From an optimization exercise on the open Yosys and OpenROAD flow, aimed at small area, a short achievable clock period and few clock cycles per item; shortcuts taken in it are not production practice.
Only simulation tests tie the RTL to the original design; equivalence was not proved.

lane 1:
// sha128_simple
module sha128_simple (
    input  wire         CLK,
    input  wire [15:0]  DATA_IN,
    input  wire         RESET,
    input  wire         START,
    output wire         READY,
    output wire [127:0] DATA_OUT
);
Size in the first run: about 3700 cells after synthesis, ~870 flip-flops, about 150 I/O pins.
clock: 13.0 ns
lec_check: 0
cap_margin: 20
core_margin: 2
core_utilization: 40
place_density: 0.6
slew_margin: 20
standard.sh (not shown) runs the stock make flow with config.mk's settings and CLKGATE_MAP_FILE= SYNTH_SCRIPT=/design/flow/synth_recipe.tcl, a recipe that flattens the netlist after the stock synthesis.
==> flow/flow/run.sh <==
#!/bin/bash
set -euo pipefail
export SYNTH_ARGS=-noabc
export BUFFER_PORTS_ARGS="-buffer_cell sky130_fd_sc_hd__buf_2"
export CTS_ARGS="-sink_clustering_enable -repair_clock_nets -dont_use_dummy_load -buf_list sky130_fd_sc_hd__clkbuf_8 -sink_clustering_size 16 -sink_clustering_max_diameter 80"
export SETUP_SLACK_MARGIN=${MARGIN:-8.7}
bash standard.sh > standard_flow.log 2>&1
Testbench counts of lane 1, summed over its fixed seeds: cycles 16,384, hashes 256.
What lane 2 does differently from lane 1 at the input level:
==> flow/flow/run.sh <==
#!/bin/bash
set -euo pipefail
export SYNTH_ARGS=-noabc
export BUFFER_PORTS_ARGS="-buffer_cell sky130_fd_sc_hd__buf_2"
export CTS_ARGS="-sink_clustering_enable -repair_clock_nets -dont_use_dummy_load -buf_list sky130_fd_sc_hd__clkbuf_8 -sink_clustering_size 12 -sink_clustering_max_diameter 60"
export SETUP_SLACK_MARGIN=${MARGIN:-8.7}
bash standard.sh > standard_flow.log 2>&1
==> comparison <==
- Of the two values seen for timing endpoint of the critical path, DATA_OUT[28] was produced by lane 2 and sha256_comp.w[15][28]$_DFF_P_ by lane 1.
- Lane 2 against lane 1: setup slack moved up; xor and xnor area share after synthesis did not really move; number of multi-input logic gates shows no meaningful change.
- Lane 2 against lane 1: register-to-register slack went up 50 ps; routed wire length has remained practically unchanged; via count of the first global-routing pass picked up an extra 132.
Relative to lane 2, the following input files were edited for lane 3:
==> flow/flow/run.sh <==
#!/bin/bash
set -euo pipefail
export SYNTH_ARGS=-noabc
export BUFFER_PORTS_ARGS="-buffer_cell sky130_fd_sc_hd__buf_2"
export CTS_ARGS="-sink_clustering_enable -repair_clock_nets -dont_use_dummy_load -buf_list sky130_fd_sc_hd__clkbuf_8"
export SETUP_SLACK_MARGIN=${MARGIN:-8.7}
bash standard.sh > standard_flow.log 2>&1
[summary]
Number of buffer cells added on primary ports: lane 2 vs lane 3 identical. Reported for lane 3 and lane 2, synthesized cell count turned out identical to the last digit. [compare] base=lane 2 new=lane 3: area of all placed cells without fillers now larger; first-pass GRT wire length +1.2%; setup slack now smaller. Number of multi-input logic gates: lane 3 vs lane 2 — no meaningful difference. On end-of-flow core utilization, the lower figure sits with lane 2, not lane 3. Going from lane 2 to lane 3, routed length on met2 grew slightly.
What lane 4 does differently from lane 3 at the input level:
==> flow/flow/run.sh <==
#!/bin/bash
set -euo pipefail
export SYNTH_ARGS=-noabc
export BUFFER_PORTS_ARGS="-buffer_cell sky130_fd_sc_hd__buf_2"
export CTS_ARGS="-sink_clustering_enable -repair_clock_nets -dont_use_dummy_load -buf_list sky130_fd_sc_hd__clkbuf_8 -sink_clustering_size 12 -sink_clustering_max_diameter 60"
export SETUP_SLACK_MARGIN=${MARGIN:-8.7}
bash standard.sh > standard_flow.log 2>&1
--- a/flow/config.mk
+++ b/flow/config.mk
@@ -9,4 +9,4 @@
 export CORE_MARGIN = 2
-export CORE_UTILIZATION = 40
-export PLACE_DENSITY = 0.6
+export CORE_UTILIZATION = 55
+export PLACE_DENSITY = 0.7
 export SLEW_MARGIN = 20
[summary]
Lane 4 has more setup slack than lane 3. A category of the most critical setup path of flip-flop to flip-flop is what lane 4 shows, while flip-flop to primary output belongs to lane 3. Post-route cell area went down by a few percent going from lane 3 to lane 4. | number of fill cells in the layout | higher: lane 3 |.

========
v18:
sha128_simple, a different RTL version from the one above (not shown whole).
Size in the first run: about 4200 cells after synthesis, roughly 810 flip-flops, roughly 150 I/O pins, about 41000 µm² of cells after synthesis.
export LEC_CHECK = 0
export CAP_MARGIN = 20
export CORE_MARGIN = 2
export CORE_UTILIZATION = 65
export PLACE_DENSITY = 0.8
export SLEW_MARGIN = 20
create_clock -name core_clock -period 13.0 [get_ports {CLK}]
run.sh (not shown) runs the stock make flow with config.mk's settings and CLKGATE_MAP_FILE= SYNTH_SCRIPT=/design/flow/synth_recipe.tcl, a recipe that flattens the netlist after the stock synthesis.
Stock flow here: none of the scripts above is used.
No stage failed in v18, and the final checks on the layout all came back clean.
Testbench counts of v18, summed over its fixed seeds: cycles 16,384, hashes 256.
Changes in v23 relative to v18:
==> flow/flow/run.sh (new file) <==
#!/bin/bash
set -euo pipefail
export SYNTH_ARGS=-noabc
export SETUP_SLACK_MARGIN=${MARGIN:-9.5}
bash standard.sh > standard_flow.log 2>&1
==> flow/standard.sh (new file) <==
#!/bin/bash
# synth_recipe.tcl (not shown) runs the flow's synth.tcl, then flattens the netlist and writes it again
# the make line also repeats each setting of config.mk as NAME=value (left out here)
make -C /OpenROAD-flow-scripts/flow DESIGN_CONFIG=/design/flow/config.mk WORK_HOME=/design/flow/orfs CLKGATE_MAP_FILE= SYNTH_SCRIPT=/design/flow/synth_recipe.tcl "${@:-finish}"
--- a/flow/config.mk
+++ b/flow/config.mk
@@ -8,5 +8,5 @@
 export CAP_MARGIN = 20
 export CORE_MARGIN = 2
-export CORE_UTILIZATION = 65
-export PLACE_DENSITY = 0.8
+export CORE_UTILIZATION = 40
+export PLACE_DENSITY = 0.6
 export SLEW_MARGIN = 20
removed: flow/run.sh
### Flow results
Adder-cell share of the synthesized area: v23 > v18. The final layout from v23, which completed every stage, passed the timing, DRC and antenna checks at the end of the flow. Delta (v23 minus v18): design area increased 7200 µm², met3 wire length decreased 16%, clock insertion delay at the later pin of the skew report increased 0.05 ns, final cell count increased 9.9%.
What v24 does differently from v23 at the input level:
==> flow/flow/run.sh <==
#!/bin/bash
set -euo pipefail
export SETUP_SLACK_MARGIN=${MARGIN:-9.5}
bash standard.sh > standard_flow.log 2>&1
Notes after the runs:
The slowest stage cell on the critical path comes out sky130_fd_sc_hd__dfstp_2 in one run and sky130_fd_sc_hd__fa_1 in the other, namely in v23 and v24 respectively.
Routing usage on met3 delta for v24 relative to v23: 0.50 points higher
From v23 to v24 the numbers moved as follows: critical path depth increased by 6 relative to the old numbers, wire length shows an increase of 3.0 mm, die area went up 3800 µm².
Changes observed in v24 relative to v23: post-cts resize count moved up.
## Diff of input files: v53 against v24
==> flow/run.sh (new file) <==
#!/bin/bash
# synth_recipe.tcl (not shown) runs the flow's synth.tcl, then flattens the netlist and writes it again
# the make line also repeats each setting of config.mk as NAME=value (left out here)
make -C /OpenROAD-flow-scripts/flow DESIGN_CONFIG=/design/flow/config.mk WORK_HOME=/design/flow/orfs CLKGATE_MAP_FILE= SYNTH_SCRIPT=/design/flow/synth_recipe.tcl finish
removed: flow/flow/run.sh
removed: flow/standard.sh
- Every stage of the flow completed for v53, and the final layout passed the timing, DRC and antenna checks.
- Note that the final instance area recorded for v24 amounts to 1.16 times the value seen in v53.
- Going from v24 to v53, area added between synthesis and finish went down, clock period minus worst slack went up.
- Diff v53..v24 | synthesized cell count | unchanged
Setup changes, v53 to v36
==> flow/flow/run.sh (new file) <==
#!/bin/bash
set -euo pipefail
export SETUP_SLACK_MARGIN=${MARGIN:-8}
bash standard.sh > standard_flow.log 2>&1
==> flow/standard.sh (new file) <==
#!/bin/bash
# synth_recipe.tcl (not shown) runs the flow's synth.tcl, then flattens the netlist and writes it again
# the make line also repeats each setting of config.mk as NAME=value (left out here)
make -C /OpenROAD-flow-scripts/flow DESIGN_CONFIG=/design/flow/config.mk WORK_HOME=/design/flow/orfs CLKGATE_MAP_FILE= SYNTH_SCRIPT=/design/flow/synth_recipe.tcl "${@:-finish}"
removed: flow/run.sh
[summary]
Depth of the most critical reg-to-reg path came out higher on v36 than on v53. From v36 to v53, buffer levels on the longest clock path did not move at all. v36 vs. v53: post-route clock period utilization has decreased, count of plain and timing-repair buffers in the layout increased about 30%, critical path depth climbed 2, number of vias after detailed routing grew by about 1.5%. Routed length on met2 (v36 over v53): increase, 2.7%. In v36 the net count reported at finish turned out 51 higher than in v53. Data-path buffer share of cell area in the final layout, v36 and v53, lower one = v53.

========
Another version of the RTL of sha128_simple (not shown whole).
For scale: ~3700 cells after synthesis, ~150 I/O pins.
==> flow/config.mk <==
export PLATFORM = sky130hd
export DESIGN_NAME = sha128_simple
export DESIGN_NICKNAME = sha128_simple
export VERILOG_FILES = /design/flow/design.v
export SDC_FILE = /design/flow/constraint.sdc
export NUM_CORES = 4
export LEC_CHECK = 0
export CAP_MARGIN = 20
export CORE_MARGIN = 2
export CORE_UTILIZATION = 40
export PLACE_DENSITY = 0.6
export SLEW_MARGIN = 20
==> flow/constraint.sdc <==
create_clock -name core_clock -period 13.0 [get_ports {CLK}]
set_input_delay 2.6000 -clock core_clock [delete_from_list [all_inputs] [get_ports {CLK}]]
set_output_delay 2.6000 -clock core_clock [all_outputs]
set_load 0.01 [all_outputs]
standard.sh (not shown) runs the stock make flow with config.mk's settings and CLKGATE_MAP_FILE= SYNTH_SCRIPT=/design/flow/synth_recipe.tcl, a recipe that flattens the netlist after the stock synthesis.
==> flow/flow/run.sh <==
#!/bin/bash
set -euo pipefail
export SYNTH_ARGS=-noabc
export BUFFER_PORTS_ARGS="-buffer_cell sky130_fd_sc_hd__buf_2"
export CTS_ARGS="-sink_clustering_enable -repair_clock_nets -dont_use_dummy_load -buf_list sky130_fd_sc_hd__clkbuf_8"
export SETUP_SLACK_MARGIN=${MARGIN:-8.8}
bash standard.sh > standard_flow.log 2>&1
The baseline completed without violations.
Testbench counts at the start, summed over its fixed seeds: cycles 16,384, hashes 256.
Edit:
==> flow/flow/run.sh (replaced) <==
#!/bin/bash
set -euo pipefail
export SYNTH_ARGS=-noabc
export SETUP_SLACK_MARGIN=${MARGIN:-8.5}
bash standard.sh > standard_flow.log 2>&1
Effect: The changed run ran to the end with no violations; setup slack got worse by 0.066 ns; worst hold slack improved by 0.023 ns; core utilization came out higher by 0.34 points.

========
run 1:
sha128_simple with an RTL version that a note above also has.
For scale: roughly 3,700 cells after synthesis, ~870 flip-flops, about 150 I/O pins, about 0.040 mm² of cells after synthesis.
==> flow/config.mk <==
export PLATFORM = sky130hd
export DESIGN_NAME = sha128_simple
export DESIGN_NICKNAME = sha128_simple
export VERILOG_FILES = /design/flow/design.v
export SDC_FILE = /design/flow/constraint.sdc
export NUM_CORES = 4
export LEC_CHECK = 0
export CAP_MARGIN = 20
export CORE_MARGIN = 2
export CORE_UTILIZATION = 40
export PLACE_DENSITY = 0.6
export SLEW_MARGIN = 20
==> flow/constraint.sdc <==
create_clock -name core_clock -period 13.0 [get_ports {CLK}]
set_input_delay 2.6000 -clock core_clock [delete_from_list [all_inputs] [get_ports {CLK}]]
set_output_delay 2.6000 -clock core_clock [all_outputs]
set_load 0.01 [all_outputs]
==> flow/flow/run.sh <==
#!/bin/bash
set -euo pipefail
export SYNTH_ARGS=-noabc
export BUFFER_PORTS_ARGS="-buffer_cell sky130_fd_sc_hd__buf_2"
export CTS_ARGS="-sink_clustering_enable -repair_clock_nets -dont_use_dummy_load -buf_list sky130_fd_sc_hd__clkbuf_8 -sink_clustering_size 12 -sink_clustering_max_diameter 60"
export SETUP_SLACK_MARGIN=${MARGIN:-8.6}
bash standard.sh > standard_flow.log 2>&1
Testbench counts of run 1, summed over its fixed seeds: cycles 16,384, hashes 256.
The inputs of run 2 differ from those of run 1 as listed below.
-- flow/flow/run.sh --
<<< run 1, line 6
export SETUP_SLACK_MARGIN=${MARGIN:-8.6}
>>> run 2, line 6
export SETUP_SLACK_MARGIN=${MARGIN:-8.8}
Delta(total of plain and repair buffers excluding clock buffers, run 2 - run 1) > 0. Sort run 1 and run 2 by cell area, descending, and run 2 comes first. Run 2: setup slack 0.11 ns above run 1. Against run 1, run 2 comes in 0.080 ns lower on slew at the pin closest to its max-slew limit. Total clock buffers created by CTS, run 1 and run 2: larger value in run 1. The worst-case register-to-register setup slack number comes out higher for run 2 vs run 1. Lower area overhead of the layout relative to synthesis among run 1 and run 2: run 1. The higher wire length of the first global-routing pass of run 1 and run 2 is in run 2. As far as full die area goes, run 2 and run 1 are indistinguishable; the numbers are identical.
[inputs] run 3 vs run 2
-- flow/flow/run.sh --
<<< run 2, line 6
export SETUP_SLACK_MARGIN=${MARGIN:-8.8}
>>> run 3, line 6
export SETUP_SLACK_MARGIN=${MARGIN:-8.9}
Findings:
Compare run 2 and run 3 | data required time at the worst endpoint lower: run 2. Taking run 2 over run 3, the number of signal-net buffers in the layout ratio works out to 0.857. Worst path arrival time delta for run 3 relative to run 2: 3.29 ns higher. Delta (run 3 minus run 2): fraction of met3 tracks used by global routing went up by 0.90 points; highest cell delay on the worst timing path went down by 0.07 ns. Via count delta for run 3 relative to run 2: 331 higher. Run 3 vs. run 2: setup slack of the critical path after layout went down by 0.10 ns. Area added between synthesis and finish delta for run 3 relative to run 2: 1.7 points higher. In the metrics for run 2 and run 3, the one carrying the higher register fraction of the total cell area is run 2.

========
Setup of run A:
Another version of the RTL of sha128_simple (not shown whole).
For scale: roughly 870 flip-flops, about 150 I/O pins.
==> flow/config.mk <==
export PLATFORM = sky130hd
export DESIGN_NAME = sha128_simple
export DESIGN_NICKNAME = sha128_simple
export VERILOG_FILES = /design/flow/design.v
export SDC_FILE = /design/flow/constraint.sdc
export NUM_CORES = 4
export LEC_CHECK = 0
export CAP_MARGIN = 20
export CORE_MARGIN = 2
export CORE_UTILIZATION = 40
export PLACE_DENSITY = 0.6
export SLEW_MARGIN = 20
==> flow/constraint.sdc <==
create_clock -name core_clock -period 13.0 [get_ports {CLK}]
set_input_delay 2.6000 -clock core_clock [delete_from_list [all_inputs] [get_ports {CLK}]]
set_output_delay 2.6000 -clock core_clock [all_outputs]
set_load 0.01 [all_outputs]
==> flow/flow/run.sh <==
#!/bin/bash
set -euo pipefail
export SYNTH_ARGS=-noabc
export BUFFER_PORTS_ARGS="-buffer_cell sky130_fd_sc_hd__buf_2"
export CTS_ARGS="-sink_clustering_enable -repair_clock_nets -dont_use_dummy_load -buf_list sky130_fd_sc_hd__clkbuf_8 -sink_clustering_size 12 -sink_clustering_max_diameter 60"
export SETUP_SLACK_MARGIN=${MARGIN:-8.8}
bash standard.sh > standard_flow.log 2>&1
Run A: no failed stages, no open violations at the end
Testbench counts of run A, summed over its fixed seeds: cycles 16,384, hashes 256.
--- input diff run A..run B ---
==> flow/flow/run.sh <==
#!/bin/bash
set -euo pipefail
export SYNTH_ARGS=-noabc
export BUFFER_PORTS_ARGS="-buffer_cell sky130_fd_sc_hd__buf_2"
export CTS_ARGS="-sink_clustering_enable -repair_clock_nets -dont_use_dummy_load -buf_list sky130_fd_sc_hd__clkbuf_8 -sink_clustering_size 12 -sink_clustering_max_diameter 60"
export SETUP_SLACK_MARGIN=${MARGIN:-8.7}
bash standard.sh > standard_flow.log 2>&1
### Flow results
- Diff run A -> run B: final area lost about 1.2%, global routing usage summed across all routing layers lost 0.34 points.
- Between run B and run A, it is run B whose non-clock buffer area fraction after layout is lower, by 0.70 points.
- Per the comparison of run B with run A, area overhead of the layout relative to synthesis dropped 1.3 points; wire length dropped 1800 um; number of nets in the layout dropped 0.80%.

==> what the ideal ports hide <==
In the flow no input, the clock included, has a driving cell. The finished layouts below were timed again as built, in two steps. Step 1 (the two cells are an assumption about what drives the block):
set clk [get_ports {CLK}]
set_driving_cell -lib_cell sky130_fd_sc_hd__clkbuf_16 $clk
set_driving_cell -lib_cell sky130_fd_sc_hd__buf_2 [delete_from_list [all_inputs] $clk]
Step 2 times the ports against the registers' clock, not the clock port: input delays grow and output delays shrink by t, the midpoint of the rising clock arrivals with the driver on. Slacks: no drivers / after step 1 / after step 2; pairs: no drivers / after step 1.
run	t (ns)	slack for setup (ns)	hold slack, ns	worst register clock-pin slew, ns	worst slew at a driven data input, ns
lane 1	0.746	8.707 / 8.702 / 8.275	0.305 / 0.305 / 0.305	0.11 / 0.11	0.11
lane 2	0.796	8.750 / 8.681 / 8.343	0.292 / 0.292 / 0.292	0.09 / 0.09	0.09
lane 3	0.865	8.730 / 8.658 / 8.305	0.275 / 0.275 / 0.275	0.07 / 0.07	0.11
lane 4	0.732	8.760 / 8.760 / 8.296	0.282 / 0.282 / 0.282	0.09 / 0.09	0.10
v18	0.720	7.242 / 7.242 / 7.242	0.309 / 0.309 / 0.309	0.07 / 0.07	0.04
v23	0.744	7.978 / 7.978 / 7.668	0.275 / 0.275 / 0.275	0.07 / 0.07	0.08
v24	0.738	8.070 / 8.070 / 7.867	0.296 / 0.296 / 0.296	0.07 / 0.07	0.04
v53	0.709	7.240 / 7.240 / 7.240	0.321 / 0.321 / 0.321	0.07 / 0.07	0.04
v36	0.720	8.075 / 8.075 / 7.665	0.305 / 0.305 / 0.305	0.08 / 0.08	0.03
the first run of note 3	0.845	8.572 / 8.532 / 8.355	0.265 / 0.265 / 0.265	0.07 / 0.07	0.08
the second run of note 3	0.731	8.506 / 8.440 / 8.116	0.288 / 0.288 / 0.288	0.07 / 0.07	0.13
run 1	0.792	8.724 / 8.661 / 8.346	0.299 / 0.299 / 0.299	0.09 / 0.09	0.10
run 2	0.754	8.836 / 8.767 / 8.341	0.271 / 0.271 / 0.271	0.09 / 0.09	0.12
run 3	0.761	8.732 / 8.732 / 8.445	0.300 / 0.300 / 0.300	0.09 / 0.09	0.09
run A	0.776	8.824 / 8.755 / 8.427	0.303 / 0.303 / 0.303	0.09 / 0.09	0.08
run B	0.766	8.748 / 8.678 / 8.422	0.302 / 0.302 / 0.302	0.09 / 0.09	0.08
After both steps every run listed still meets setup and hold. For run 2, which loses most, drivers alone change the setup slack by -0.069 ns; drivers and shift together by -0.495 ns.
